This is an optimization exercise on Yosys and OpenROAD, whose aim is small area and a short achievable clock period, not a production implementation. RTL that was checked went through simulation tests only; none was proved equivalent to the original. Power and IR drop assume default switching activity.

==> try-maple <==
==> flow/design.v (excerpt) <==
module proc ( 
   halt, imem_addr, dmem_addr, dmem_wdata, dmem_rd, dmem_wr,
   clk, rst, imem_data, dmem_rdata
   );
Settings: LEC_CHECK=0, CAP_MARGIN=60, CORE_MARGIN=2, CORE_UTILIZATION=60, CTS_BUF_LIST=sky130_fd_sc_hd__clkbuf_8, SETUP_SLACK_MARGIN=5, SLEW_MARGIN=60; clock period 11.0 ns.
run.sh (not shown) runs the stock make flow with config.mk's settings and CLKGATE_MAP_FILE= SYNTH_SCRIPT=/design/flow/synth_recipe.tcl, a recipe that flattens the netlist after the stock synthesis.
==> try-ember: changes against try-maple <==
--- a/flow/design.v
+++ b/flow/design.v
@@ -174,24 +174,29 @@
    wire [15:0] rd1_d = raw ? wb_pc2 : rf_a;
    wire [15:0] pcp2 = pc + 16'd2;
    wire pcimm_u0 = ~isH0 & c_pcimm;
    wire jump_u0  = ~isH0 & c_jump;
    wire pcsrc_u0 = ~isH0 & c_pcsrc;
-   wire fF0 = ~pcimm_u0 & ~jump_u0 & ~ex_pcimm & ~ex_jump & (imem_data[15:11] == 5'b00000);
+   wire imem_halt = imem_data[15:11] == 5'b00000;
+   wire fF0r = ~pcimm_u0 & ~jump_u0 & ~ex_pcimm & ~ex_jump;
+   wire fF0  = fF0r & imem_halt;
    wire [15:0] ifpc_in0 = (c_jump | c_pcimm | isH0) ? if_pc2 : pcp2;
-   wire [15:0] pc_nb0   = isH0 ? if_pc2 : ((ex_pcsrc | (fA_d0 & pcsrc_u0)) ? (fF0 ? pc : ifpc_in0) : pcp2);
+   wire        sel_m1   = ex_pcsrc | (fA_d0 & pcsrc_u0);
+   wire [15:0] pc_nb0x  = isH0 ? if_pc2 : (sel_m1 ? ifpc_in0 : pcp2);
    wire [15:0] pc_br    = isH1 ? if_pc2 : target;
-   wire [15:0] pc_d     = ex_jump ? sum[15:0] : (ex_pcimm ? target : (muxsel ? pc_br : pc_nb0));
+   wire [15:0] pc_oth   = ex_jump ? sum[15:0] : (ex_pcimm ? target : (muxsel ? pc_br : pc_nb0x));
+   wire        pc_hold  = fF0r & ~isH0 & sel_m1 & ~muxsel;
+   wire [15:0] pc_d     = (imem_halt & pc_hold) ? pc : pc_oth;
    wire        redirect = ex_jump | ex_pcimm | muxsel;
    wire [15:0] if_pc2_d = ex_jump ? pc :
                           ((c_jump | c_pcimm) ? if_pc2 :
                            (muxsel ? (isH1 ? if_pc2 : pcp2) : (isH0 ? if_pc2 : pcp2)));
-   wire [15:0] if_in0   = (fF0 & ~isH0) ? NOP : (isH0 ? I : imem_data);
+   wire [15:0] if_in0   = isH0 ? I : ((imem_halt & fF0r) ? NOP : imem_data);
    wire        if_kill0 = (ex_pcimm | ex_jump) | ((pcimm_u0 | jump_u0) & (I[10:0] != 11'b0)) |
                           (ex_pcimm != pcimm_u0);
    wire [15:0] if_ins_d = (muxsel | if_kill0) ? NOP : if_in0;
-   wire        if_halt_d = ~muxsel & ~isH0 & fF0;
+   wire        if_halt_d = ~muxsel & ~isH0 & fF0r & imem_halt;
    wire        rf_we = wb_fwd | wb_jal;
    wire [15:0] rf_wd = wb_link ? wb_pc2 : wb_data;
    always @(posedge clk) begin
       if (rst) begin
          pc <= 16'b0; if_ins <= 16'b0; if_halt <= 1'b0;
==> flow/flow/run.sh (new file) <==
#!/bin/bash
# The standard layout (the standard.sh: standard synthesis, floorplan,
# placement, CTS, routing) with two changes to how the layout is made:
#  - timing repair aims for a larger setup slack at the design's clock period
#    (the SDC and its clock are unchanged);
#  - every input and output port still gets a buffer, but a plain buf_2
#    instead of the delay cell buffer_ports picks by default.
set -euo pipefail
export SETUP_SLACK_MARGIN=7.5
export BUFFER_PORTS_ARGS="-buffer_cell sky130_fd_sc_hd__buf_2"
bash standard.sh > standard_flow.log 2>&1
==> flow/standard.sh (new file) <==
#!/bin/bash
# synth_recipe.tcl (not shown) runs the flow's synth.tcl, then flattens the netlist and writes it again
# the make line also repeats each setting of config.mk as NAME=value (left out here)
make -C /OpenROAD-flow-scripts/flow DESIGN_CONFIG=/design/flow/config.mk WORK_HOME=/design/flow/orfs CLKGATE_MAP_FILE= SYNTH_SCRIPT=/design/flow/synth_recipe.tcl "${@:-finish}"
--- a/flow/config.mk
+++ b/flow/config.mk
@@ -7,7 +7,6 @@
 export LEC_CHECK = 0
 export CAP_MARGIN = 60
 export CORE_MARGIN = 2
 export CORE_UTILIZATION = 60
 export CTS_BUF_LIST = sky130_fd_sc_hd__clkbuf_8
-export SETUP_SLACK_MARGIN = 5
 export SLEW_MARGIN = 60
removed: flow/run.sh
==> results.txt <==
In combinational power, try-maple and try-ember hardly differ.
Of try-maple and try-ember, try-ember has the higher global-route usage (gap 0.21 points).
try-maple passed the timing, DRC and antenna checks. try-ember produced a clean layout.
In try-ember the power is smaller than in try-maple, by about 0.2%.
Routed wire length: try-ember is larger than try-maple (about 2.4%).
Against try-maple, the setup slack of try-ember is better by 1.1 ns.
Of try-maple and try-ember, try-maple has the higher clock skew (gap 0.0065 ns).
Fmax: try-maple is lower than try-ember (about 23%).
Between try-maple and try-ember, the lower synthesized area is in try-maple (gap 0.75%, measured against try-ember).
Against try-ember, the die area of try-maple is lower by about 0.7%.
==> figures <==
item	try-maple	try-ember
Mean instance size in the synthesized netlist	10.0 µm²	10.1 µm²
Die width	184 µm	185 µm
Worst setup endpoint	pc[7]	dmem_addr[8]
RSZ-0062 raised after global routing	no	yes
Setup slack of the most critical reg-to-reg path	6.67 ns	7.59 ns
Met1 track demand over resource	0.510	0.510
Compound-cell area share of the yosys netlist	0.195	0.185
P_int	2.93 mW	2.89 mW
Endpoint of the worst hold path	wb_pc2[7]	wb_pc2[8]
Area after detailed placement	20700 µm²	20600 µm²
Outcome	timing/DRC/antenna clean	timing/DRC/antenna clean
Critical Path Stages	9	1
Area overhead of the layout relative to synthesis	14.0%	13.7%
Detailed-routing wirelength on met1	25500 µm	26000 µm
Post-placement setup slack	5.76 ns	6.90 ns
Layout cells sized above 1	0.150	0.218
Sequential-to-total area share from yosys stat	0.464	0.461
Layout buffering overhead excluding clock cells	0.0561	0.0435
Effective utilization at floorplan	0.613	0.605
Number of antenna violations at the first check in global routing	0	2
The RTL of try-maple was laid out without a check of its function.

## what the ideal ports hide
How much do the figures lean on ideal ports? The routed layouts below were timed once more, with nothing changed but the port constraints. Step 1 assumes that a clkbuf_16 drives the clock port and a buf_2 every other input. Step 2 times the ports against the registers' clock, not the clock port: input delays grow and output delays shrink by t, the midpoint of the rising clock arrivals with the driver on. Slacks: no drivers / after step 1 / after step 2; pairs: no drivers / after step 1.
run	t (ns)	setup WS [ns]	worst setup path at the end	worst slew at a driven data input, ns
try-maple	0.703	6.455 / 6.484 / 5.782	input to register	0.04
try-ember	0.638	7.519 / 7.468 / 7.180	input to register	0.04
After both steps setup and hold are still met in every run listed. The setup slack of try-maple, which loses most, moves by +0.029 ns with the drivers and by -0.673 ns with both steps.
